What follows belongs to an exercise in optimizing a design on an open flow for small area; a production flow would make more cautious choices. The RTL of this run was laid out without a check of its function. Power figures rest on the tool's default switching activity, not on a simulated workload.

`flow/run.sh`:
```
#!/bin/bash
# synth_recipe.tcl (not shown) runs the flow's synth.tcl, then flattens the netlist and writes it again
# the make line also repeats each setting of config.mk as NAME=value (left out here)
make -C /OpenROAD-flow-scripts/flow DESIGN_CONFIG=/design/flow/config.mk WORK_HOME=/design/flow/orfs CLKGATE_MAP_FILE= SYNTH_SCRIPT=/design/flow/synth_recipe.tcl finish
```
`flow/constraint.sdc`:
```
create_clock -name core_clock -period 6.0 [get_ports {bb_clk_in}]
set_input_delay 1.2000 -clock core_clock [delete_from_list [all_inputs] [get_ports {bb_clk_in}]]
set_output_delay 1.2000 -clock core_clock [all_outputs]
set_load 0.01 [all_outputs]
```
`flow/config.mk`:
```
export PLATFORM = sky130hd
export DESIGN_NAME = top
export DESIGN_NICKNAME = top
export VERILOG_FILES = /design/flow/design.v
export SDC_FILE = /design/flow/constraint.sdc
export NUM_CORES = 4
export LEC_CHECK = 0
export CAP_MARGIN = 20
export CORE_MARGIN = 2
export CORE_UTILIZATION = 30
export SLEW_MARGIN = 20
```
`flow/design.v`:
```
module xci2_buf (
    input wire a,
    output wire y
);
assign y = a;    
endmodule
module strobe_generator #(
    parameter STROBE_PERIOD = 3  
) (
    input wire clk,
    input wire rst_l,
    output reg strobe
);
localparam COUNTER_WIDTH = $clog2(STROBE_PERIOD);
reg [COUNTER_WIDTH-1:0] counter;
always @(posedge clk or negedge rst_l) begin
    if (!rst_l) begin
        counter <= 0;
        strobe <= 1'b0;
    end else begin
        if (counter >= STROBE_PERIOD - 1) begin
            counter <= 0;
            strobe <= 1'b1;
        end else begin
            counter <= counter + 1;
            strobe <= 1'b0;
        end
    end
end
endmodule
module codegen #(
	parameter DATA_WIDTH = 8
) (
	input  wire clk,
	input  wire rst_l,
	output reg ready,
	input wire start,
	output wire [DATA_WIDTH-1:0] data
);
reg [DATA_WIDTH-1:0] increment;
always @(posedge clk or negedge rst_l) begin
	if (!rst_l) begin
		increment <= '0;
		ready <= 0;
	end
	else begin
		if (start)
			if (increment < 8'hff) begin
				increment <= increment + 1;
				ready <= 0;
			end
			else	
				ready <= 1;
	end
end
assign data = increment;
endmodule
module psevdo_ram_block (
    input [8:0] DIn,          
    input [7:0] RADDR,        
    input [7:0] WADDR,       
    input RDB,               
    input WRB,                
    input RCLKS,              
    input WCLKS,              
    input DC_in0,             
    input DC_in1,             
    input DC_in2,            
    output wire [8:0] DO1,    
    output wire [8:0] DO2      
);
reg [8:0] memory_block0 [0:255];
reg [8:0] read_data01;
reg [8:0] read_data23;
always @(posedge WCLKS) begin
    if (!WRB) begin
        memory_block0[WADDR] <= DIn;
    end
end
always @(posedge RCLKS) begin
    if (!RDB) begin
		read_data01 <= memory_block0[RADDR];
		read_data23 <= '0;
	end
end
assign DO1 = read_data01;  
assign DO2 = read_data23;
endmodule
module slave_device(
	input  wire 	   clk,
	input  wire 	   rst_l,
	input  wire 	   ram_rd_rq,
	input  wire [15:0] rd_addr,
	output reg  [7:0]  data_o,
	input  wire 	   new_msg,
	output reg 		   ready
);
wire [7:0] data_gen_by_fpga;
wire [7:0] data_inf;
wire [7:0] data_ram;
reg [15:0] data_h;
wire [8:0] DOut1;
reg RDB;
reg [7:0] raddr;
wire        fifo_read_clk; 
wire 	    fifo_write_clk;
wire 	    full1;
wire	    empty1;
wire 	    eqth1;
wire	    geqt1;
wire 	    full2;
wire	    empty2;
wire 	    eqth2;
wire 	    geqth2;
wire RDB_buf, WRB_buf;
codegen #(.DATA_WIDTH(8)) codegen_inst (
	.clk(clk),
	.rst_l(rst_l),
	.data(data_inf),
	.start(1'b1),
	.ready(ready_inf)
);
reg [15:0] rd_addr_reg;
reg [7:0]  data_o_next;
reg        RDB_next;
always @(posedge clk or negedge rst_l) begin : rd_addr_pipeline
    if (!rst_l) begin
        rd_addr_reg <= '0;
        data_o <= '0;
        RDB <= 1;
    end else begin
        rd_addr_reg <= rd_addr;  
        data_o <= data_o_next;   
        RDB <= RDB_next;         
    end
end
reg [7:0] raddr_reg;
always @(posedge clk or negedge rst_l) begin :  rd_addr_pipeline_minus1
    if (!rst_l) 
        raddr_reg <= '0;
    else
        raddr_reg <= rd_addr[7:0] - 1;  
end
always @(posedge clk or negedge rst_l) begin : header_increment
	if (!rst_l) 
		data_h <= '0;
	else
		data_h <= (ram_rd_rq && rd_addr_reg == 0) ? data_h + 1 : data_h;
end
always @(*) begin : package_coding
    case (rd_addr_reg)  
        16'h0: begin
            data_o_next = data_h[15:8];
            RDB_next = 1;
			raddr <= 0;
        end
        16'h1: begin
            data_o_next = data_h[7:0];
            RDB_next = !ram_rd_rq;
			raddr = raddr_reg;
        end
        default: begin
            data_o_next = data_ram;
            RDB_next = !ram_rd_rq;
			raddr = raddr_reg;
        end
    endcase
end
xci2_buf buf3 (
	.a(RDB),
	.y(RDB_buf)
);
xci2_buf buf4a (
	.a(ready_inf),
	.y(WRB_buf)
);
xci2_buf buf7 (
	.a(clk),
	.y(fifo_write_clk)
);
xci2_buf buf8 (
	.a(clk),
	.y(fifo_read_clk)
);
genvar i;
generate
    for (i = 0; i < 8; i = i + 1) begin : data_buf_gen
            xci2_buf buf_inst0 (
                .a(DOut1[i]),       
                .y(data_ram[i])     
            );
    end
endgenerate
	psevdo_ram_block ram0 (
	.DIn({1'b0,data_inf}),
	.RADDR(raddr),
	.WADDR(data_inf),
	.RDB(RDB_buf),
	.WRB(WRB_buf),
	.RCLKS(fifo_read_clk),
	.WCLKS(fifo_write_clk),
	.DC_in0(0),
	.DC_in1(0),
	.DC_in2(0),
	.DO1(DOut1),
	.DO2()
	);
endmodule
module crc16(clk, clk_en, reset, clr, d, data_out);
input clk, clk_en, reset, clr; 
input [7:0] d; 
output [15:0] data_out;
wire [15:0] xor_out; 
reg [15:0] r;
wire [15:0] temr;
assign temr[0] = d[4] ^ d[0];
assign temr[1] = d[5] ^ d[1];
assign temr[2] = d[6] ^ d[2];
assign temr[3] = d[7] ^ d[3];
assign temr[4] = r[12] ^ r[8];
assign temr[5] = r[13] ^ r[9];
assign temr[6] = r[14] ^ r[10];
assign temr[7] = r[15] ^ r[11];
assign temr[8] = d[4] ^ r[12];
assign temr[9] = d[5] ^ r[13];
assign temr[10] = d[6] ^ r[14];
assign temr[11] = d[7] ^ r[15];
assign temr[12] = temr[0] ^ temr[4];
assign temr[13] = temr[1] ^ temr[5];
assign temr[14] = temr[2] ^ temr[6];
assign temr[15] = temr[3] ^ temr[7];
assign xor_out[0] = temr[12];
assign xor_out[1] = temr[13];
assign xor_out[2] = temr[14];
assign xor_out[3] = temr[15];
assign xor_out[4] = temr[8];
assign xor_out[5] = temr[9] ^  temr[12];
assign xor_out[6] = temr[10] ^  temr[13];
assign xor_out[7] = temr[11] ^  temr[14];
assign xor_out[8] = temr[15] ^ r[0];
assign xor_out[9] = temr[8] ^ r[1];
assign xor_out[10] = temr[9] ^ r[2];
assign xor_out[11] = temr[10] ^ r[3];
assign xor_out[12] = temr[11] ^ temr[12] ^ r[4];
assign xor_out[13] = temr[13] ^ r[5];
assign xor_out[14] = temr[14] ^ r[6];
assign xor_out[15] = temr[15] ^ r[7];
always @(posedge clk or negedge reset) 
begin
	if (~reset)  							 
		begin
			r <= 16'h0;
		end
	else if (!clr) 
		r <= 16'hffff;  
	else if (clk_en)
		r <= xor_out;
end
assign data_out = r; 
endmodule
module rs_coder(
CLK,
CLK_EN,
RESET,
WR_DATA, 
WR_EN,
OUT,
CODING,
FULL,
TIME_OUT
);
parameter 	PARITY_BIT = "ON",	 
			STOP_BIT = 1,		 
			WAIT_END = 1,		 
			FIRST_BIT = "MSB";	 
localparam BIT_COUNT = (PARITY_BIT == "ON") ? ((STOP_BIT == 1) ? 10 : 11) : ((STOP_BIT == 1) ? 9 : 10);
input 			CLK; 
input 			CLK_EN;
input 			RESET;
input [7:0]		WR_DATA;
input 			WR_EN;
output			OUT;  
output			CODING;
output			FULL;
output			TIME_OUT;
reg			CODING;
reg	[3:0]	count;
reg			FULL;
reg	[7:0]	reg_data_in;	
reg	[9:0]	shift_data;
wire		parity;
reg			TIME_OUT;	
reg			OUT;
initial  
begin
    if ((PARITY_BIT != "ON") && (PARITY_BIT != "OFF"))  
    begin
        $display("Error: Параметр PARITY_BIT должен быть ON или OFF");
    end
    if ((STOP_BIT != 1) && (STOP_BIT != 2))  
    begin
        $display("Error: Параметр STOP_BIT должен быть 1 или 2");
    end
    if ((PARITY_BIT == "OFF") && (STOP_BIT == 1))  
    	begin
			if ((WAIT_END < 1) || (WAIT_END > 9))
       			$display("Error: Параметр WAIT_END должен быть от 1 до 9");
    	end
	else
		begin
			if ((WAIT_END < 1) || (WAIT_END > 10))
       			$display("Error: Параметр WAIT_END должен быть от 1 до 10");
		end
    if ((FIRST_BIT != "MSB") && (FIRST_BIT != "LSB"))  
    begin
        $display("Error: Параметр FIRST_BIT должен быть MSB или LSB");
    end
end
always @(posedge CLK or negedge RESET)
begin 
	if (~RESET)  							 
		CODING <= 1'b0;
	else 
		if (CLK_EN)
				if (FULL) 	
						CODING <= 1'b1;
				else
				if (TIME_OUT & (count[3:0] == WAIT_END)) 	
						CODING <= 1'b0;		
end		
always @(posedge CLK)
begin 
		if (CLK_EN)
			if (CODING)	
				begin
					if (count[3:0] == BIT_COUNT)
							count[3:0] <= 4'b0;
					else
							count[3:0] <= count[3:0] + 1'b1;
				end
			else
				count[3:0] <= 4'b0;
end		
always @(posedge CLK or negedge RESET)
begin 
	if (~RESET)  							 
		FULL <= 1'b0;
	else 
		if (CLK_EN)
				if ((count[3:0] == 0) & CODING) 	
						FULL <= 1'b0;
				else if (WR_EN & ~TIME_OUT) 	
						FULL <= 1'b1;
end		
always @(posedge CLK)
begin 
		if (CLK_EN & WR_EN & ~FULL)
				reg_data_in[7:0] <= WR_DATA[7:0];
end	
always @(posedge CLK or negedge RESET)
begin 
	if (~RESET)  							 
		shift_data[9:0] <= 10'b1111111111;
	else 
		if (CLK_EN)
			if ((count[3:0] == 0) & FULL & CODING)	
						shift_data[9:0] <= (FIRST_BIT == "MSB") ? 
												({1'b0, 	reg_data_in[7:0], ((PARITY_BIT == "ON") ? (~parity) : 1'b1)})	 
												:
												({1'b0, 	reg_data_in[0], 												 
														reg_data_in[1], 
														reg_data_in[2], 
														reg_data_in[3], 
														reg_data_in[4], 
														reg_data_in[5], 
														reg_data_in[6], 
														reg_data_in[7], 
														((PARITY_BIT == "ON") ? (~parity) : 1'b1)});
			else
						shift_data[9:0] <= {shift_data[8:0], 1'b1};					
end		
assign	parity = ^reg_data_in[7:0];
always @(posedge CLK)
begin 	
	if (CLK_EN)	
		if (CODING)
			begin
				if ((count[3:0] == BIT_COUNT) & ~TIME_OUT)
					begin
						TIME_OUT <= ~(FULL | WR_EN);
					end
				else if ((count[3:0] == WAIT_END) & TIME_OUT)
					begin
						TIME_OUT <= 1'b0;
					end
			end
		else	TIME_OUT <= 1'b0;
end	
always @(posedge CLK or negedge RESET)
begin 
		if (!RESET)
			begin
				OUT <= 1'b1;
			end
		else
			begin
				if (CLK_EN)
					if (CODING)	
						OUT <= shift_data[9];
					else
						OUT <= 1'b1;	
			end	
end		
endmodule
module rs_decoder_4(
CLK, 
CLK_EN, 
RESET, 
IN,
DATA_OUT, 
DECODING, 
RD_EN, 
END_MESSAGE, 
ERROR);
parameter 	PARITY_BIT = "ON",	 
			STOP_BIT = 1,		 
			FIRST_BIT = "MSB",	 
			WAIT_END = 1;  
localparam BIT_NUMBER = (PARITY_BIT == "ON") ? ((STOP_BIT == 1) ? 10 : 11) : ((STOP_BIT == 1) ? 9 : 10);
localparam BIT_NUMBER_NEW_WORD = BIT_NUMBER + WAIT_END;
localparam TAKT_SAMPLE = 0;  
localparam TAKT_CHECK = 1;  
input 			CLK; 
input 			CLK_EN;
input 			RESET;
input			IN;  
output [7:0]	DATA_OUT;
output			DECODING;
output			RD_EN;
output			END_MESSAGE;
output			ERROR;
reg				IN_DFF;
reg				spad_dff;
wire 			spad;
reg	[1:0]	fsm_state;
parameter	FSM_WAITING_NEW_MSG 	= 6'b00,
			FSM_START_BIT_CHECK		= 6'b01,
			FSM_RECEIVING_WORD 		= 6'b10,
			FSM_WAITING_NEW_WORD 	= 6'b11;
reg [7:0]	DATA_OUT;
reg			DECODING;
reg			RD_EN; 
reg			END_MESSAGE; 
reg			ERROR;
reg [1:0]	takt_count;
reg [4:0]	bit_count;
reg			dot;
reg			shift_en;
reg			error_bit;
wire		parity;
initial  
begin
    if ((PARITY_BIT != "ON") && (PARITY_BIT != "OFF"))  
    begin
        $display("Error: Параметр PARITY_BIT должен быть ON или OFF");
    end
    if ((STOP_BIT != 1) && (STOP_BIT != 2))  
    begin
        $display("Error: Параметр STOP_BIT должен быть 1 или 2");
    end
    if ((FIRST_BIT != "MSB") && (FIRST_BIT != "LSB"))  
    begin
        $display("Error: Параметр FIRST_BIT должен быть MSB или LSB");
    end
	if ((WAIT_END < 1) || (WAIT_END > 19))
	begin
       	$display("Error: Параметр WAIT_END должен быть от 1 до 19");
    end
end
always @(posedge CLK)
begin 
	if (CLK_EN)	IN_DFF <= IN;
end		
always @(posedge CLK)
begin 
	if (CLK_EN)	spad_dff <= IN_DFF;
end		
assign spad = ({spad_dff, IN_DFF} == 2'b10);
always @ (posedge CLK or negedge RESET)
begin
	if (~RESET) 
		begin
			fsm_state  <= FSM_WAITING_NEW_MSG;
			DECODING <= 1'b0;
			RD_EN <= 1'b0; 
			END_MESSAGE <= 1'b0; 
			ERROR <= 1'b0;
     	end 
	else if (CLK_EN) begin
       case(fsm_state)
	 FSM_WAITING_NEW_MSG : 
		begin
			takt_count <= 2'b00;
			bit_count <= 5'b00000;
			DECODING <= 1'b0;
			RD_EN <= 1'b0; 
			END_MESSAGE <= 1'b0; 
			ERROR <= 1'b0;
			if (spad)	fsm_state  <= FSM_START_BIT_CHECK;
	 	end
	 FSM_START_BIT_CHECK : 
		begin
			takt_count <= takt_count + 1'b1;
			if (takt_count == TAKT_SAMPLE) 	dot <= IN_DFF;
			if (takt_count == TAKT_CHECK)
				begin
					bit_count <= bit_count + 1'b1;  
					if (error_bit)	
						begin
							if (DECODING)	END_MESSAGE <= 1'b1;
							fsm_state  <= FSM_WAITING_NEW_MSG;
						end
					else			fsm_state  <= FSM_RECEIVING_WORD;
				end			
	 	end
	 FSM_RECEIVING_WORD : 
		begin
			DECODING <= 1'b1;
			takt_count <= takt_count + 1'b1;
			if (takt_count == TAKT_CHECK)	bit_count <= bit_count + 1'b1;  
			if (takt_count == TAKT_SAMPLE) 	dot <= IN_DFF;
			if ((takt_count == TAKT_CHECK) & shift_en)	
				begin
					DATA_OUT[7:0] <= (FIRST_BIT == "MSB") ? ({DATA_OUT[6:0], dot}) : ({dot, DATA_OUT[7:1]});
				end
			if (takt_count == TAKT_CHECK)
				begin
					if (error_bit)
						begin
							ERROR <= 1'b1;
							fsm_state  <= FSM_WAITING_NEW_MSG;
						end
					else if (bit_count == BIT_NUMBER)
						begin
							RD_EN <= 1'b1;
							fsm_state  <= FSM_WAITING_NEW_WORD;
						end
				end
	 	end
	 FSM_WAITING_NEW_WORD :
		begin 
			RD_EN <= 1'b0;
			if (takt_count == TAKT_SAMPLE) dot <= IN_DFF;
			if (spad)
				begin
					takt_count <= 2'b00;
					bit_count <= 5'b00000;
					fsm_state  <= FSM_START_BIT_CHECK;
				end
			else if ((bit_count == BIT_NUMBER_NEW_WORD) && (takt_count == TAKT_CHECK))
				begin
					takt_count <= takt_count + 1'b1;
					if (takt_count == TAKT_CHECK)	bit_count <= bit_count + 1'b1;  
					END_MESSAGE <= 1'b1;
					fsm_state  <= FSM_WAITING_NEW_MSG;
				end
			else
				begin
					takt_count <= takt_count + 1'b1;
					if (takt_count == TAKT_CHECK)	bit_count <= bit_count + 1'b1;  
				end
	 	end	
	default: 				fsm_state  <= FSM_WAITING_NEW_MSG;
       endcase
	end
end
always @(*)
begin
case (bit_count)
	5'd0: 											 
		begin
			shift_en = 1'b0;
			if (dot)		error_bit = 1'b1;
			else			error_bit = 1'b0;
		end
	5'd1, 5'd2, 5'd3, 5'd4, 5'd5, 5'd6, 5'd7, 5'd8:  
		begin
			shift_en = 1'b1;
			error_bit = 1'b0;
		end
	5'd9: 											 
		begin
			shift_en = 1'b0;
			if (dot)		error_bit = (PARITY_BIT == "ON") ? ( parity) : 1'b0;
			else			error_bit = (PARITY_BIT == "ON") ? (~parity) : 1'b1;
		end
	5'd10, 5'd11: 									 
		begin
			shift_en = 1'b0;
			if (dot)		error_bit = 1'b0;
			else			error_bit = 1'b1;
		end		
	default :										 
		begin
			shift_en = 1'b0;
		 	error_bit = 1'b1;	
		end
endcase
end
assign parity = ^DATA_OUT[7:0];
endmodule
module mod_hi_speed_protocol_coder(
CLK, 
RESET,
CLK_EN_RS, 
TX_STR,
TX_FLAG,
TX_BYTE_NUMBER,
TX_RAM_REQ_RD,
TX_RAM_RDY_RD,
TX_RAM_ADDR_OUT,
TX_RAM_DATA_IN,
CODING,
OUT,
test
);
parameter QUARTZ = 24;
parameter [7:0] MARKER_BYTE = 8'hb6;
input 			CLK; 
input 			RESET;
input 			CLK_EN_RS;
input 			TX_STR;
input [7:0] 	TX_FLAG;
input [15:0]	TX_BYTE_NUMBER;
output 			TX_RAM_REQ_RD;
input 			TX_RAM_RDY_RD;
output [15:0]	TX_RAM_ADDR_OUT;
input  [7:0]	TX_RAM_DATA_IN;
output 			CODING;
output 			OUT;
output [31:0] test;
wire		rs_coder_CODING;
wire		rs_coder_FULL;
wire		rs_coder_TIME_OUT;
reg [7:0]	coder_data_in;
wire [15:0]	crc16_coder_data_out;
reg			coder_wr_in_dff;
reg	[3:0]	fsm_state;
parameter	FSM_IDLE 			= 4'd0,
			FSM_TX_MARKER 		= 4'd1,
			FSM_TX_MARKER_END 	= 4'd2,
			FSM_TX_DATA1 		= 4'd3,
			FSM_TX_DATA2 		= 4'd4,
			FSM_TX_DATA_END		= 4'd5,
            FSM_TX_CRC     		= 4'd6,
            FSM_TX_CRC_END    	= 4'd7;
reg			crc_en;
reg	[1:0]	flag_tx_count;
reg	[15:0]	tx_count;
reg	[15:0]	TX_RAM_ADDR_OUT;
reg			CODING;
reg	[7:0]	reg_tx_flag;
reg	[15:0]	reg_tx_byte_number;
reg			coder_wr_in;
reg			TX_RAM_REQ_RD;
reg	[7:0]	reg_data;
rs_coder #(.PARITY_BIT("ON"), .STOP_BIT(1), .WAIT_END(1), .FIRST_BIT("LSB")) rs_coder_inst(
.CLK			(CLK),
.CLK_EN			(CLK_EN_RS),
.RESET			(RESET), 
.WR_DATA		(coder_data_in[7:0]),
.WR_EN			(coder_wr_in),
.OUT			(OUT),
.CODING			(rs_coder_CODING),
.FULL			(rs_coder_FULL),
.TIME_OUT		(rs_coder_TIME_OUT)
);
always @(*) 
begin
	case (flag_tx_count[1:0])
		2'd0	: 	begin  
						case (tx_count[15:0])
							16'd0	: 	coder_data_in[7:0] = MARKER_BYTE[7:0];
							16'd1	: 	coder_data_in[7:0] = reg_tx_flag[7:0];
							16'd2	: 	coder_data_in[7:0] = reg_tx_byte_number[15:8];
							default : 	coder_data_in[7:0] = reg_tx_byte_number[7:0];
						endcase
					end
		2'd1	: 	begin  
						coder_data_in[7:0] = reg_data[7:0];
					end
		default	: 	begin  
						case (tx_count[15:0])
							16'd0	: 	coder_data_in[7:0] = crc16_coder_data_out[15:8];
							default : 	coder_data_in[7:0] = crc16_coder_data_out[7:0];
						endcase
					end
	endcase
end
wire crc_clk_en = CLK_EN_RS & coder_wr_in & crc_en;
crc16 crc16_coder(
.clk		(CLK), 
.clk_en		(crc_clk_en), 
.reset		(RESET),
.clr		(CODING), 
.d			(coder_data_in[7:0]),	 
.data_out	(crc16_coder_data_out[15:0])   
);
assign test[31:0] = {4'b0, CLK, CLK_EN_RS & coder_wr_in & crc_en, RESET, CODING, coder_data_in[7:0], crc16_coder_data_out[15:0]};
always @ (posedge CLK or negedge RESET)
begin
	if (~RESET) 
		begin
			coder_wr_in_dff <= 1'b0;
     	end
	else if (CLK_EN_RS)
		begin
			coder_wr_in_dff <= coder_wr_in;
		end
end
always @ (posedge CLK or negedge RESET)
begin
	if (~RESET) 
		begin
			crc_en <= 1'b0;
			flag_tx_count[1:0] <= 2'd0;
			tx_count[15:0] <= 16'd0;
			TX_RAM_ADDR_OUT[15:0] <= 16'd0;
			CODING <= 1'b0;
			reg_tx_flag[7:0] <= 8'd0;
			reg_tx_byte_number[15:0] <= 16'd0;
			coder_wr_in <= 1'b0;
			TX_RAM_REQ_RD <= 1'b0;
			reg_data[7:0] <= 8'd0;
			fsm_state  <= FSM_IDLE;
     	end
	else begin
       case(fsm_state)
	 FSM_IDLE : 
		begin	
	 		crc_en <= 1'b1;
			flag_tx_count[1:0] <= 2'd0;
			tx_count[15:0] <= 16'd0;
			TX_RAM_ADDR_OUT[15:0] <= 16'd0;
			coder_wr_in <= 1'b0;
			TX_RAM_REQ_RD <= 1'b0;
			reg_data[7:0] <= 8'd0;
			if (TX_STR & ~CODING)
				begin
					CODING <= 1'b1;
					reg_tx_flag[7:0] <= TX_FLAG[7:0];
					reg_tx_byte_number[15:0] <= TX_BYTE_NUMBER[15:0];
					fsm_state  <= FSM_TX_MARKER;
				end
			else
				begin
					CODING <= 1'b0;
				end
	 	end
	 FSM_TX_MARKER :
		begin
			if (CLK_EN_RS)
				begin
					coder_wr_in <= ~coder_wr_in & ~rs_coder_FULL;
					if (coder_wr_in_dff)	tx_count[15:0] <= tx_count[15:0] + 1'b1;
					if (coder_wr_in & (tx_count[15:0] == 16'd3))	
						begin
							fsm_state  <= FSM_TX_MARKER_END;
						end
				end
	 	end
	 FSM_TX_MARKER_END :
		begin
			if (CLK_EN_RS)
				begin
					flag_tx_count[1:0] <= flag_tx_count[1:0] + 1'b1;
					tx_count[15:0] <= 16'h0;
					if (reg_tx_byte_number[15:0] == 16'd0)	fsm_state  <= FSM_TX_DATA_END;
					else									
						begin
							TX_RAM_REQ_RD <= 1'b1;
							fsm_state  <= FSM_TX_DATA1;
						end
				end
	 	end
	 FSM_TX_DATA1 :
		begin
			if (TX_RAM_RDY_RD)
				begin
					TX_RAM_REQ_RD <= 1'b0;
					reg_data[7:0] <= TX_RAM_DATA_IN[7:0];
					tx_count[15:0] <= tx_count[15:0] + 1'b1;
					TX_RAM_ADDR_OUT[15:0] <= TX_RAM_ADDR_OUT[15:0] + 1'b1;
					fsm_state  <= FSM_TX_DATA2;
				end
			else
				begin
					TX_RAM_REQ_RD <= 1'b1;
				end
	 	end
	 FSM_TX_DATA2 :
		begin
			if (CLK_EN_RS)
				begin
					coder_wr_in <= ~coder_wr_in & ~rs_coder_FULL;
					if (coder_wr_in)
						begin
							if (tx_count[15:0] == reg_tx_byte_number[15:0])		fsm_state  <= FSM_TX_DATA_END;
							else									
								begin
									TX_RAM_REQ_RD <= 1'b1;
									fsm_state  <= FSM_TX_DATA1;
								end
						end
				end
	 	end
	 FSM_TX_DATA_END :
		begin
			if (CLK_EN_RS)
				begin
					flag_tx_count[1:0] <= flag_tx_count[1:0] + 1'b1;
					tx_count[15:0] <= 16'd0;
					crc_en <= 1'b0;
					fsm_state  <= FSM_TX_CRC;
				end
	 	end
	 FSM_TX_CRC :
		begin
			if (CLK_EN_RS)
				begin
					coder_wr_in <= ~coder_wr_in & ~rs_coder_FULL;
					if (coder_wr_in_dff)	tx_count[15:0] <= tx_count[15:0] + 1'b1;
					if (coder_wr_in & (tx_count[15:0] == 16'd1))
						begin
							fsm_state  <= FSM_TX_CRC_END;
						end
				end
	 	end
	 FSM_TX_CRC_END :
		begin
			if (CLK_EN_RS)
				begin
					if (~rs_coder_CODING) fsm_state  <= FSM_IDLE;
				end
	 	end		 	
	default : 				fsm_state  <= FSM_IDLE;
       endcase
	end
end
endmodule
module mod_hi_speed_protocol_decoder(
CLK, 
RESET,
CLK_EN_RS, 
IN,
RX_FLAG,
RX_BYTE_NUMBER,
RX_FLAG_BYTE_NUMBER_RD_EN,
RX_RAM_REQ_WR,
RX_RAM_RDY_WR,
RX_RAM_ADDR_OUT,
RX_RAM_DATA_OUT,
DECODING,
RX_END_MESSAGE,
RX_MESSAGE_RIGHT
);
parameter QUARTZ = 24;
parameter [7:0] MARKER_BYTE = 8'ha5;
input 			CLK; 
input 			RESET;
input 			CLK_EN_RS;
input 			IN;
output [7:0]	RX_FLAG;
output [15:0]	RX_BYTE_NUMBER;
output			RX_FLAG_BYTE_NUMBER_RD_EN;
output			RX_RAM_REQ_WR;
input			RX_RAM_RDY_WR;
output [15:0]	RX_RAM_ADDR_OUT;
output [7:0]	RX_RAM_DATA_OUT;
output 			DECODING;
output 			RX_END_MESSAGE;
output 			RX_MESSAGE_RIGHT;
wire [7:0]	rs_decoder_data_out;
wire		rs_decoder_decoding;
wire		rs_decoder_rd_en;
wire		rs_decoder_end_message;
wire		rs_decoder_error;
wire [15:0]	crc16_decoder_data_out;
reg [1:0]	rs_decoder_decoding_dff;
reg			rs_decoder_decoding_front;
reg	[3:0]	fsm_state;
parameter	FSM_IDLE 			= 4'd0,
			FSM_RX_MARKER 		= 4'd1,
			FSM_RX_MARKER_END 	= 4'd2,
			FSM_RX_DATA1 		= 4'd3,
			FSM_RX_DATA2 		= 4'd4,
			FSM_RX_DATA_END		= 4'd5,
            FSM_RX_CRC     		= 4'd6,
            FSM_RX_CRC_END    	= 4'd7;
reg [15:0]	rx_count;
reg			RX_END_MESSAGE;
reg			RX_MESSAGE_RIGHT;
reg [7:0]	RX_FLAG;
reg [15:0]	RX_BYTE_NUMBER;
reg			RX_FLAG_BYTE_NUMBER_RD_EN;
reg			RX_RAM_REQ_WR;
reg [15:0]	RX_RAM_ADDR_OUT;
reg [7:0]	RX_RAM_DATA_OUT;	
reg			DECODING;
reg			crc_en;
reg [15:0]	reg_crc;		
rs_decoder_4 #(.PARITY_BIT("ON"), .STOP_BIT(1), .WAIT_END(1), .FIRST_BIT("LSB")) rs_decoder_4_inst(
.CLK			(CLK),
.CLK_EN			(CLK_EN_RS),
.RESET			(RESET), 
.IN				(IN),
.DATA_OUT		(rs_decoder_data_out[7:0]),
.DECODING		(rs_decoder_decoding),
.RD_EN			(rs_decoder_rd_en),
.END_MESSAGE	(rs_decoder_end_message),
.ERROR			(rs_decoder_error)
);
wire crc_clk_en = CLK_EN_RS & rs_decoder_rd_en & crc_en;
crc16 crc16_decoder(
.clk		(CLK), 
.clk_en		(crc_clk_en), 
.reset		(RESET),
.clr		(DECODING), 
.d			(rs_decoder_data_out[7:0]),		 
.data_out	(crc16_decoder_data_out[15:0])   
);
always @ (posedge CLK or negedge RESET)
begin
	if (~RESET) 
		begin
			rs_decoder_decoding_dff[1:0] <= 2'b0;
			rs_decoder_decoding_front <= 1'b0;
     	end
	else
		begin
			rs_decoder_decoding_dff[1:0] <= {rs_decoder_decoding_dff[0], rs_decoder_decoding};
			rs_decoder_decoding_front <= (rs_decoder_decoding_dff[1:0] == 2'b01);
		end
end
always @ (posedge CLK or negedge RESET)
begin
	if (~RESET) 
		begin
			rx_count[15:0] <= 16'b0;
			RX_END_MESSAGE <= 1'b0;
			RX_MESSAGE_RIGHT <= 1'b0;
			RX_FLAG[7:0] <= 8'b0;
			RX_BYTE_NUMBER[15:0] <= 16'b0;
			RX_FLAG_BYTE_NUMBER_RD_EN <= 1'b0;
			RX_RAM_REQ_WR <= 1'b0;
			RX_RAM_ADDR_OUT[15:0] <= 16'b0;
			RX_RAM_DATA_OUT[7:0] <= 8'b0;	
			reg_crc[15:0] <= 16'b0;
			DECODING <= 1'b0;
			crc_en <= 1'b0;
			fsm_state  <= FSM_IDLE;
     	end
	else begin
       case(fsm_state)
	 FSM_IDLE : 
		begin	
			rx_count[15:0] <= 16'b0;
			RX_END_MESSAGE <= 1'b0;
			RX_MESSAGE_RIGHT <= 1'b0;
			RX_FLAG[7:0] <= 8'b0;
			RX_BYTE_NUMBER[15:0] <= 16'b0;
			RX_FLAG_BYTE_NUMBER_RD_EN <= 1'b0;
			RX_RAM_REQ_WR <= 1'b0;
			RX_RAM_ADDR_OUT[15:0] <= 16'b0;
			RX_RAM_DATA_OUT[7:0] <= 8'b0;								
			reg_crc[15:0] <= 16'b0;
			if (rs_decoder_decoding_front & ~DECODING)
				begin
					DECODING <= 1'b1;
					crc_en <= 1'b1;
					fsm_state  <= FSM_RX_MARKER;
				end
			else
				begin
					DECODING <= 1'b0;
					crc_en <= 1'b0;
				end
	 	end
	 FSM_RX_MARKER :
		begin
			if (CLK_EN_RS)
				begin
					if (rs_decoder_error)
						begin
							RX_END_MESSAGE <= 1'b1;
							RX_MESSAGE_RIGHT <= 1'b0;
							fsm_state  <= FSM_IDLE;
						end
					else if (rs_decoder_end_message)
						begin
							RX_END_MESSAGE <= 1'b1;
							RX_MESSAGE_RIGHT <= 1'b0;
							fsm_state  <= FSM_IDLE;
						end
					else if (rs_decoder_rd_en)
						begin
							rx_count[15:0] <= rx_count[15:0] + 1'b1;
							case (rx_count[15:0])
								16'd0 : begin
											if (rs_decoder_data_out[7:0] != MARKER_BYTE[7:0])
												begin
													RX_END_MESSAGE <= 1'b1;
													RX_MESSAGE_RIGHT <= 1'b0;
													fsm_state  <= FSM_IDLE;
												end
										end
								16'd1 : begin
											RX_FLAG[7:0] <= rs_decoder_data_out[7:0];
										end
								16'd2 : begin
											RX_BYTE_NUMBER[15:8] <= rs_decoder_data_out[7:0];
										end
								16'd3 : begin
											RX_BYTE_NUMBER[7:0] <= rs_decoder_data_out[7:0];
											RX_FLAG_BYTE_NUMBER_RD_EN <= 1'b1;
											fsm_state  <= FSM_RX_MARKER_END;
										end	
								default : ;
							endcase
						end
				end
	 	end
	 FSM_RX_MARKER_END :
		begin
			rx_count[15:0] <= 16'b0;
			RX_FLAG_BYTE_NUMBER_RD_EN <= 1'b0;
			if (RX_BYTE_NUMBER[15:0] == 16'b0)	fsm_state  <= FSM_RX_DATA_END;
			else								fsm_state  <= FSM_RX_DATA1;
	 	end
	 FSM_RX_DATA1 :
		begin
			if (CLK_EN_RS)
				begin
					if (rs_decoder_error)
						begin
							RX_END_MESSAGE <= 1'b1;
							RX_MESSAGE_RIGHT <= 1'b0;
							fsm_state  <= FSM_IDLE;
						end
					else if (rs_decoder_end_message)
						begin
							RX_END_MESSAGE <= 1'b1;
							RX_MESSAGE_RIGHT <= 1'b0;
							fsm_state  <= FSM_IDLE;
						end
					else if (rs_decoder_rd_en)
						begin
							rx_count[15:0] <= rx_count[15:0] + 1'b1;
							RX_RAM_REQ_WR <= 1'b1;
							RX_RAM_DATA_OUT[7:0] <= rs_decoder_data_out[7:0];
							fsm_state  <= FSM_RX_DATA2;
						end
				end
	 	end
	 FSM_RX_DATA2 :
		begin
			if (rs_decoder_rd_en | rs_decoder_end_message)
				begin
					RX_END_MESSAGE <= 1'b1;
					RX_MESSAGE_RIGHT <= 1'b0;
					fsm_state  <= FSM_IDLE;				
				end
			else if (RX_RAM_RDY_WR)
				begin
					RX_RAM_REQ_WR <= 1'b0;
					RX_RAM_ADDR_OUT[15:0] <= RX_RAM_ADDR_OUT[15:0] + 1'b1;
					if (rx_count[15:0] == RX_BYTE_NUMBER[15:0])	fsm_state  <= FSM_RX_DATA_END;
					else										fsm_state  <= FSM_RX_DATA1;
				end
	 	end
	 FSM_RX_DATA_END :
		begin
			rx_count[15:0] <= 16'b0;
			crc_en <= 1'b0;
			fsm_state  <= FSM_RX_CRC;
	 	end
	 FSM_RX_CRC :
		begin
			if (CLK_EN_RS)
				begin
					if (rs_decoder_error)
						begin
							RX_END_MESSAGE <= 1'b1;
							RX_MESSAGE_RIGHT <= 1'b0;
							fsm_state  <= FSM_IDLE;
						end
					else if (rs_decoder_end_message)
						begin
							RX_END_MESSAGE <= 1'b1;
							RX_MESSAGE_RIGHT <= 1'b0;
							fsm_state  <= FSM_IDLE;
						end
					else if (rs_decoder_rd_en)
						begin
							rx_count[15:0] <= rx_count[15:0] + 1'b1;
							case (rx_count[15:0])
								16'd0 : begin
											reg_crc[15:8] <= rs_decoder_data_out[7:0];
										end
								16'd1 : begin
											reg_crc[7:0] <= rs_decoder_data_out[7:0];
											fsm_state  <= FSM_RX_CRC_END;
										end	
								default : ;
							endcase
						end
				end
	 	end
	 FSM_RX_CRC_END :
		begin
			if (reg_crc[15:0] == crc16_decoder_data_out[15:0])
				begin
					RX_END_MESSAGE <= 1'b1;
					RX_MESSAGE_RIGHT <= 1'b1;
					fsm_state  <= FSM_IDLE;
				end
			else
				begin
					RX_END_MESSAGE <= 1'b1;
					RX_MESSAGE_RIGHT <= 1'b0;
					fsm_state  <= FSM_IDLE;
				end
	 	end		 	
	default : 				fsm_state  <= FSM_IDLE;
       endcase
	end
end
endmodule
module mod_hi_speed_protocol_rx(
CLK, 
RESET,
CODING,
DECODING,
BIT_SR,
BIT_BUSY,
CLK_EN_RS_DECODER,
RX_FLAG,
RX_BYTE_NUMBER,
RX_FLAG_BYTE_NUMBER_RD_EN,
RX_RAM_REQ_WR,
RX_RAM_RDY_WR,
RX_RAM_ADDR_OUT,
RX_RAM_DATA_OUT,
RX_END_MESSAGE,
RX_MESSAGE_RIGHT,
RX_END_MESSAGE_LINE,
CLK_EN_RS_CODER,
TX_RAM_REQ_RD,
TX_RAM_RDY_RD,
TX_RAM_ADDR_OUT,
TX_RAM_DATA_IN,
FLAG_DATA_OUT,
COM1,
COM2,
DATA1,
DATA2
);
parameter QUARTZ = 24;
parameter MARKER_BYTE_CODER = 8'ha5;
parameter MARKER_BYTE_DECODER = 8'ha5;
input 			CLK; 
input 			RESET;
output 			CODING;
output 			DECODING;
input 			BIT_SR;  
input 			BIT_BUSY;  
input 			CLK_EN_RS_DECODER;
output  [7:0]	RX_FLAG;
output  [15:0]	RX_BYTE_NUMBER;
output			RX_FLAG_BYTE_NUMBER_RD_EN;
output			RX_RAM_REQ_WR;
input			RX_RAM_RDY_WR;
output [15:0]	RX_RAM_ADDR_OUT;
output [7:0]	RX_RAM_DATA_OUT;
output			RX_END_MESSAGE;
output			RX_MESSAGE_RIGHT;
output			RX_END_MESSAGE_LINE;
input 			CLK_EN_RS_CODER;
output 			TX_RAM_REQ_RD;
input 			TX_RAM_RDY_RD;
output [15:0]	TX_RAM_ADDR_OUT;
input  [7:0]	TX_RAM_DATA_IN;
output 			FLAG_DATA_OUT;
output			DATA1;
output			DATA2;
input 			COM1;
input 			COM2;
reg			r_data1_1takt_en;
reg			r_data2_1takt_en;
reg			r_data1_4takt_en;
reg [3:0]	r_data1_4takt_dff;
reg			r_data2_4takt_en;
reg [3:0]	r_data2_4takt_dff;
wire			mod_hi_speed_protocol_decoder_DECODING;
wire			mod_hi_speed_protocol_coder_CODING;
wire			mod_hi_speed_protocol_coder_OUT;
reg [15:0]		in_TX_BYTE_NUMBER;
reg	[3:0]	fsm_rx_state;
parameter	FSM_RX_IDLE 				= 4'd0,
			FSM_RX_WAIT_FOR_DECODING 	= 4'd1,
			FSM_RX_RX 					= 4'd2;
reg	[4:0]	wait_rx_for_decoding_count;
reg			DECODING;
reg	[3:0]	fsm_tx_state;
parameter	FSM_TX_IDLE 				= 4'd0,
			FSM_TX_WAIT_FOR_DECODING 	= 4'd1,
			FSM_TX_RX 					= 4'd2,
			FSM_TX_PAUSE 				= 4'd3,
			FSM_TX_TX 					= 4'd4,
			FSM_TX_TX1					= 4'd5,
            FSM_TX_END     				= 4'd6;
reg	[4:0]	wait_tx_for_decoding_count;
reg			reg_BIT_SR;
reg			reg_BIT_BUSY;
reg			flag_data_out;
reg			flag_error;
reg			reg_TX_STR;
reg			RX_END_MESSAGE_LINE;
reg			CODING;
always @ (posedge CLK or negedge RESET)
begin
	if (~RESET) 
		begin
			r_data1_1takt_en <= 1'b0;
			r_data2_1takt_en <= 1'b0;
			r_data1_4takt_en <= 1'b0;
			r_data1_4takt_dff[3:0] <= 4'b0;
			r_data2_4takt_en <= 1'b0;
			r_data2_4takt_dff[3:0] <= 4'b0;
     	end 
	else 
		begin 
			r_data1_1takt_en <= COM1;
			r_data2_1takt_en <= COM2;
			r_data1_4takt_en <= r_data1_4takt_dff[3];
			r_data1_4takt_dff[3:0] <= {r_data1_4takt_dff[2:0], COM1};
			r_data2_4takt_en <= r_data2_4takt_dff[3];
			r_data2_4takt_dff[3:0] <= {r_data2_4takt_dff[2:0], COM2};
		end		
end
mod_hi_speed_protocol_decoder #(.MARKER_BYTE(MARKER_BYTE_DECODER)) mod_hi_speed_protocol_decoder_inst(
.CLK						(CLK), 
.RESET						(RESET),
.CLK_EN_RS					(CLK_EN_RS_DECODER), 
.IN							(RX_END_MESSAGE_LINE ? r_data2_4takt_en : r_data1_4takt_en),
.RX_FLAG					(RX_FLAG[7:0]),
.RX_BYTE_NUMBER				(RX_BYTE_NUMBER[15:0]),
.RX_FLAG_BYTE_NUMBER_RD_EN	(RX_FLAG_BYTE_NUMBER_RD_EN),
.RX_RAM_REQ_WR				(RX_RAM_REQ_WR),
.RX_RAM_RDY_WR				(RX_RAM_RDY_WR),
.RX_RAM_ADDR_OUT			(RX_RAM_ADDR_OUT[15:0]),
.RX_RAM_DATA_OUT			(RX_RAM_DATA_OUT[7:0]),
.DECODING					(mod_hi_speed_protocol_decoder_DECODING),
.RX_END_MESSAGE				(RX_END_MESSAGE),
.RX_MESSAGE_RIGHT			(RX_MESSAGE_RIGHT)
);
mod_hi_speed_protocol_coder #(.MARKER_BYTE(MARKER_BYTE_CODER)) mod_hi_speed_protocol_coder_inst(
.CLK					(CLK), 
.RESET					(RESET),
.CLK_EN_RS				(CLK_EN_RS_CODER), 
.TX_STR					(reg_TX_STR),
.TX_FLAG				({3'b0, flag_data_out, 1'b0, BIT_BUSY, BIT_SR, flag_error}),
.TX_BYTE_NUMBER			(in_TX_BYTE_NUMBER[15:0]),
.TX_RAM_REQ_RD			(TX_RAM_REQ_RD),
.TX_RAM_RDY_RD			(TX_RAM_RDY_RD),
.TX_RAM_ADDR_OUT		(TX_RAM_ADDR_OUT[15:0]),
.TX_RAM_DATA_IN			(TX_RAM_DATA_IN[7:0]),
.CODING					(mod_hi_speed_protocol_coder_CODING),
.OUT					(mod_hi_speed_protocol_coder_OUT)
);
always @(*)
begin 
	case (flag_data_out)
		1'b0 : begin  
					in_TX_BYTE_NUMBER[15:0] = 16'h00;
				end
		default : 	begin  
						in_TX_BYTE_NUMBER[15:0] = 16'd2032;  
					end
	endcase
end
always @ (posedge CLK or negedge RESET)
begin
	if (~RESET) 
		begin
			wait_rx_for_decoding_count[4:0] <= 5'b0;
			RX_END_MESSAGE_LINE <= 1'b0;
			DECODING <= 1'b0;
			fsm_rx_state  <= FSM_RX_IDLE;
     	end 
	else begin
       case(fsm_rx_state)
	 FSM_RX_IDLE : 
		begin	
			wait_rx_for_decoding_count[4:0] <= 5'b0;
			if (~DECODING)
				begin
					if (CLK_EN_RS_DECODER)
						begin
							if (r_data1_1takt_en == 1'b0)
								begin
									RX_END_MESSAGE_LINE <= 1'b0;
									DECODING <= 1'b1;
									fsm_rx_state  <= FSM_RX_WAIT_FOR_DECODING;
								end
							else if (r_data2_1takt_en == 1'b0)
								begin
									RX_END_MESSAGE_LINE <= 1'b1;
									DECODING <= 1'b1;
									fsm_rx_state  <= FSM_RX_WAIT_FOR_DECODING;
								end
						end
				end
			else
				begin
					DECODING <= 1'b0;
				end
	 	end
	 FSM_RX_WAIT_FOR_DECODING :
		begin
			if (CLK_EN_RS_DECODER)
				begin
					wait_rx_for_decoding_count[4:0] <= wait_rx_for_decoding_count[4:0] + 1'b1;
					if (mod_hi_speed_protocol_decoder_DECODING)
						begin
							fsm_rx_state  <= FSM_RX_RX;
						end
					else if (wait_rx_for_decoding_count[4:0] == 5'd31)
						begin
							fsm_rx_state  <= FSM_RX_IDLE;
						end
				end
	 	end
	 FSM_RX_RX :
		begin
			if (RX_END_MESSAGE)
				begin
					fsm_rx_state  <= FSM_RX_IDLE;						
				end
	 	end
	default : 				fsm_rx_state  <= FSM_RX_IDLE;
       endcase
	end
end
always @ (posedge CLK or negedge RESET)
begin
	if (~RESET) 
		begin
			wait_tx_for_decoding_count[4:0] <= 5'b0;
			reg_BIT_SR <= 1'b0;
			reg_BIT_BUSY <= 1'b0;
			flag_data_out <= 1'b0;
			flag_error <= 1'b0;
			reg_TX_STR <= 1'b0;
			CODING <= 1'b0;
			fsm_tx_state  <= FSM_TX_IDLE;
     	end 
	else begin
       case(fsm_tx_state)
	 FSM_TX_IDLE : 
		begin	
			wait_tx_for_decoding_count[4:0] <= 5'b0;
			reg_BIT_SR <= 1'b0;
			reg_BIT_BUSY <= 1'b0;
			flag_data_out <= 1'b0;
			flag_error <= 1'b0;
			reg_TX_STR <= 1'b0;
			if (~CODING)
				begin
					if (CLK_EN_RS_DECODER)
						begin
							if (r_data1_1takt_en == 1'b0)
								begin
									fsm_tx_state  <= FSM_TX_WAIT_FOR_DECODING;
								end
							else if (r_data2_1takt_en == 1'b0)
								begin
									fsm_tx_state  <= FSM_TX_WAIT_FOR_DECODING;
								end
						end
				end
			else
				begin
					CODING <= 1'b0;
				end
	 	end
	 FSM_TX_WAIT_FOR_DECODING :
		begin
			if (CLK_EN_RS_DECODER)
				begin
					wait_tx_for_decoding_count[4:0] <= wait_tx_for_decoding_count[4:0] + 1'b1;
					if (mod_hi_speed_protocol_decoder_DECODING)
						begin
							reg_BIT_SR <= BIT_SR;
							reg_BIT_BUSY <= BIT_BUSY;
							fsm_tx_state  <= FSM_TX_RX;
						end
					else if (wait_tx_for_decoding_count[4:0] == 5'd31)
						begin
							fsm_tx_state  <= FSM_TX_IDLE;
						end
				end
	 	end
	 FSM_TX_RX :  
		begin
			if (RX_END_MESSAGE)
				begin
					flag_error <= ~RX_MESSAGE_RIGHT;
					case (RX_FLAG[7:0])
						8'h02 :  
								begin
									CODING <= 1'b1;
									fsm_tx_state  <= FSM_TX_PAUSE;
								end
						8'h03 :  
								begin
									CODING <= 1'b1;
									fsm_tx_state  <= FSM_TX_PAUSE;
								end
						8'h04 :  
								begin
									CODING <= 1'b1;
									flag_data_out <= RX_MESSAGE_RIGHT & reg_BIT_SR & ~reg_BIT_BUSY;   
									fsm_tx_state  <= FSM_TX_PAUSE;
								end
						default :  
								begin
									fsm_tx_state  <= FSM_TX_IDLE;
								end
					endcase
				end
	 	end
	 FSM_TX_PAUSE :
		begin
			fsm_tx_state  <= FSM_TX_TX;
	 	end	 
	 FSM_TX_TX :
		begin
			reg_TX_STR <= 1'b1;
			fsm_tx_state  <= FSM_TX_TX1;
	 	end	
	 FSM_TX_TX1 :
		begin
			reg_TX_STR <= 1'b0;
			if (mod_hi_speed_protocol_coder_CODING) fsm_tx_state <= FSM_TX_END;
	 	end	
	 FSM_TX_END :
		begin
			if (~mod_hi_speed_protocol_coder_CODING) fsm_tx_state <= FSM_TX_IDLE;
	 	end
	default : 				fsm_tx_state  <= FSM_TX_IDLE;
       endcase
	end
end
assign DATA1 = mod_hi_speed_protocol_coder_OUT;
assign DATA2 = mod_hi_speed_protocol_coder_OUT;
assign FLAG_DATA_OUT = flag_data_out;
endmodule
module top (
    input  wire bb_clk_in,
    input  wire rst_h,
    output wire DATA1,
    output wire DATA2,
    input  wire COM1,
    input  wire COM2
);
wire [7:0]  RX_FLAG;
wire [15:0] RX_BYTE_NUMBER;
wire 	   RX_FLAG_BYTE_NUMBER_RD_EN;
wire 		RX_RAM_REQ_WR;
wire 		RX_RAM_RDY_WR = 1'b1;
wire  [15:0]	RX_RAM_ADDR_OUT;
wire  [7:0]	RX_RAM_DATA_OUT;
wire 		RX_END_MESSAGE;
wire 		RX_MESSAGE_RIGHT;
wire 		RX_END_MESSAGE_LINE;
wire         FLAG_DATA_OUT;
wire CODING;
wire DECODING;
wire clk = bb_clk_in;
wire strobe_1mhz;
wire strobe_4mhz;
wire rst_l = !rst_h;
wire rst_s;
wire [15:0] rd_addr;   
wire       ram_rd_rq;
wire       ready;
wire [7:0] data_o;
assign data_mem_out = data_o[0];
strobe_generator #(.STROBE_PERIOD(2)) strobegen_1mhz (
    .clk(clk),
    .rst_l(rst_l),
    .strobe(strobe_1mhz)
);
strobe_generator #(.STROBE_PERIOD(3)) strobegen_4mhz (
    .clk(clk),
    .rst_l(rst_l),
    .strobe(strobe_4mhz)
);
slave_device slave_device_inst (
    .clk(clk),            
    .rst_l(rst_l),        
    .ram_rd_rq(ram_rd_rq),
    .rd_addr(rd_addr),    
    .data_o(data_o)           
);
mod_hi_speed_protocol_rx #(
    .QUARTZ(24),
    .MARKER_BYTE_CODER(8'hb6),
    .MARKER_BYTE_DECODER(8'ha5)
) hi_speed_protocol_rx_inst (
    .CLK(clk),
    .RESET(rst_l),
    .CODING(CODING),
    .DECODING(DECODING),
    .BIT_SR(1'b1),
    .BIT_BUSY(1'b0),
    .CLK_EN_RS_DECODER(strobe_4mhz),
    .RX_FLAG(RX_FLAG),
    .RX_BYTE_NUMBER(RX_BYTE_NUMBER),
    .RX_FLAG_BYTE_NUMBER_RD_EN(RX_FLAG_BYTE_NUMBER_RD_EN),
    .RX_RAM_REQ_WR(RX_RAM_REQ_WR),
    .RX_RAM_RDY_WR(RX_RAM_RDY_WR),
    .RX_RAM_ADDR_OUT(RX_RAM_ADDR_OUT),
    .RX_RAM_DATA_OUT(RX_RAM_DATA_OUT),
    .RX_END_MESSAGE(RX_END_MESSAGE),
    .RX_MESSAGE_RIGHT(RX_MESSAGE_RIGHT),
    .RX_END_MESSAGE_LINE(RX_END_MESSAGE_LINE),
    .CLK_EN_RS_CODER(strobe_1mhz),
    .TX_RAM_REQ_RD(ram_rd_rq),
    .TX_RAM_RDY_RD(1'b1),
    .TX_RAM_ADDR_OUT(rd_addr),
    .TX_RAM_DATA_IN(data_o),
    .FLAG_DATA_OUT(FLAG_DATA_OUT),
    .COM1(COM1),
    .COM2(COM2),
    .DATA1(DATA1),
    .DATA2(DATA2)
);
endmodule
```
==> results.py <==
metrics = {
    "timing": {
        "fmax_mhz": 212.4,
        "hold_viol_final": 0,
        "finalCriticalPeriod_ps": 4709,
        "tns_ps": 0,
        "worst_slew_pin_slew_ps": 1246,
        "rsz0062_at_grt": "no",
        "period_share_pct": 78.48,
        "relSlewSlack_pct": 16.79,
        "finalSetupViolCount": 0,
        "finClkSkew_ps": 98.68,
        "slew_violations": 0,
        "fin_hold_ws_ps": 348.5,
    },
    "global_route": {
        "antenna_found_initial": 9,
        "grt_pass1_wl_mm": 397.9,
        "globalRouteTotalUtil_pct": 15.96,
        "grt_max_degree": 189,
        "grt_overflow": 0,
        "first_global_vias": 58170,
    },
    "critical_path": {
        "crit_path_max_fanout": 79,
        "crit_arrival_ps": 5340,
        "path_class": "reg -> reg",
        "r2r_cells": 10,
        "crit_required_ps": 6630,
        "rrSetupSlack_ps": 1290,
        "crit_path_start_kind": "flip-flop",
        "endpoint_kind": "flip-flop",
    },
    "cts": {
        "cts_setup_buffers": 0,
        "cts.htree.levels": 4,
        "clock_latency_ps": 910,
        "numCtsBuffers": 238,
        "clock-sinks": 2352,
        "cts_resized": 0,
        "cts_buffer_depth": 3,
        "cts_tree": "done",
        "hold_buffers": 0,
        "root_buffer": "clkbuf_16",
        "clkTransAtPathRegs_ps": 70,
    },
    "final_layout": {
        "finish.utilization_pct": 34.05,
        "drive_gt1_share_pct": 12.57,
        "finalInstanceArea_um2": 110300,
        "fin_cells": 11120,
        "multi_input_area_um2": 26040,
        "fillCellCount": 30900,
        "area_growth_pct": 13.02,
        "final_net_count": 6628,
        "seq_area_um2": 69360,
        "largest_register_ffs": 2048,
    },
    "floorplanning": {
        "core-area_um2": 324000,
        "die-height_um": 574.4,
        "fp.dieArea_um2": 330000,
        "die_x_um": 574.4,
        "ios": 6,
        "fp-row-count": 209,
        "start_util_pct": 30.13,
    },
    "placement": {
        "io_buffers": 5,
        "place_congestion": 0.9057,
        "placed_cell_area_um2": 102600,
        "dp_cells": 10670,
        "place_hpwl_mm": 162.7,
    },
    "flow_run": {
        "maxCapViolations": 0,
    },
    "yosys": {
        "ys_dominant_reg_cell": "edfxtp_1",
        "ys_top_cells_by_area": "edfxtp_1 (64%), dfrtp_1 (6.5%), mux2i_1 (3.2%), nor2_1 (3.0%), mux2_2 (2.5%)",
        "ys_async_sr_fraction_pct": 11.27,
        "synth.top_cell.area_share_pct": 64.20,
        "yosysMostFrequentCell": "edfxtp_1",
        "synth_area_per_cell_um2": 14.66,
        "yosysSeqAreaShare_pct": 71.01,
        "synth_cells": 6659,
        "yosysWarnings": 16,
        "synthTopCellsByCount": "edfxtp_1 (2087), nor2_1 (786), mux2i_1 (315)",
        "syn_area_um2": 97620,
        "synth_edf_count": 2087,
        "synth_top_area_cell": "edfxtp_1",
        "ys_types": 87,
        "yosys_register_bits": 2352,
        "synthesis.nets": 6702,
    },
    "routing": {
        "viasPerCell": 5.363,
        "wl_mm": 271.9,
        "drtAntennaViolNets": 0,
        "drt_iter0_drc": 7538,
        "dr.pass1.iters": 7,
        "wl_per_cell_um": 24.46,
        "drc": 0,
        "dr_total_vias": 59630,
    },
    "power": {
        "p_per_area_nw_per_um2": 294.7,
        "switchingPower_mw": 6.568,
        "p_leak_nw": 34.82,
        "clkPwrFrac_pct": 45.3,
        "p_comb_share_pct": 0.4,
        "peakVddDrop_mv": 0.2627,
        "seqPwrFrac_pct": 54.3,
        "swShare_pct": 20.20,
        "p_int_mw": 25.95,
    },
    "hold_path": {
        "worstHoldPathCells": 0,
        "hold_class": "reg -> reg",
    },
    "status": {
        "status": "complete, no violations",
    },
}
-- cell usage in the layout, fill, tap and decap left out, types with 44 or more instances in the layout --
cell / count
a211oi_1: 81
a21oi_1: 312
a31oi_1: 121
and2_1: 44
and3_1: 57
buf_4: 106
clkbuf_1: 46
clkbuf_16: 240
clkinv_1: 56
clkinv_2: 52
dfrtp_1: 241
edfxtp_1: 2087
inv_1: 128
mux2_2: 221
mux2i_1: 315
mux4_2: 88
nand2_1: 212
nand3_1: 69
nor2_1: 782
nor3_1: 65
o211ai_1: 147
o21ai_0: 222
o221ai_1: 147
o22ai_1: 104
xnor2_1: 62
xor2_1: 63
-- logic make-up after synthesis --
family	synth area share, %
DFF	71.01
AOI/OAI and AO/OA	10.44
and+or+nand+nor	6.494
muxes	7.810
buffers and inverters	2.405
xor gates and xnor gates	1.339
adders and majority gates	0.4999
-- power by group through the flow --
stage | combinational (mW) | clock, mW | sequential (mW)
after floorplan | 0.0921 | 0 | 18.0
after global placement | 0.117 | 0 | 18.0
after detailed placement | 0.126 | 0 | 18.0
after CTS | 0.126 | 14.9 | 17.6
after global routing | 0.143 | 15.6 | 17.6
final | 0.122 | 14.7 | 17.6
-- per-layer routing --
| metal | global-route usage, % | share of wire, % |
|---|---|---|
| met4 | 6.257 | 4.0 |
| met1 | 21.66 | 41 |
| met3 | 3.251 | 9.3 |
| met5 | 0 | 0.0085 |
| met2 | 25.06 | 46 |
-- critical path, stage by stage (launching register included) --
cell	delay, ps
dfrtp_1	360
nor4_1	590
nand4_1	300
buf_12	290
nand3_2	620
buf_4	500
o22ai_1	170
a211oi_1	400
a211oi_1	200
a221oi_1	660
o32ai_1	190
-- worst paths after layout --
check	endpoint	from
setup / recovery	slave_device_inst.ram0.read_data01[6]	slave_device_inst.rd_addr_reg[9]
hold / removal	hi_speed_protocol_rx_inst.r_data1_4takt_dff[2]	hi_speed_protocol_rx_inst.r_data1_4takt_dff[1]
setup reg to reg	slave_device_inst.ram0.read_data01[6]	slave_device_inst.rd_addr_reg[9]
hold reg to reg	hi_speed_protocol_rx_inst.r_data1_4takt_dff[2]	hi_speed_protocol_rx_inst.r_data1_4takt_dff[1]
max in group asynchronous	async pin	rst_h
min in group asynchronous	async pin	rst_h
-- area by class of cell --
cell class | instances | share of cell area [%]
antenna | 1 | 0.002268
clock buffer | 290 | 5.650
clock inverter | 157 | 1.379
inverter | 132 | 0.4559
multi-input combinational | 3729 | 23.60
sequential | 2352 | 62.87
tap | 4325 | 4.905
timing repair buffer | 132 | 1.140
-- metrics by stage --
| step | power, mW | setup WS (ps) |
|---|---|---|
| finish | 32.51 | 1291 |
| global route | 33.37 | 1142 |
| CTS | 32.71 | 1361 |
| detailed placement | 18.12 | 1401 |
| global placement | 18.10 | 1426 |
| floorplan | 18.07 | 682.3 |

## port drivers added, routing unchanged
In the flow no input, the clock included, has a driving cell. The finished layout below was timed again as built, in two steps.
Step 1 assumes that a clkbuf_16 drives the clock port and a buf_2 every other input.
Step 2 adds t to the input delays and takes it off the output delays; t is the mean of the earliest and latest rising clock arrival at the registers after step 1. Input paths then give back, and output paths get back, about the clock's delay inside the block.
a / b / c = no drivers / after step 1 / after step 2; a / b = the first two.
t (ns): 0.969
slack for setup (ns): 1.291 / 1.291 / 1.291
latest minus earliest clock arrival (ns): 0.099 / 0.098
worst data-port slew with drivers (ns): 0.04
After both steps this run still meets setup and hold. For this run, drivers alone change the setup slack by 0.000 ns; drivers and shift together by 0.000 ns.
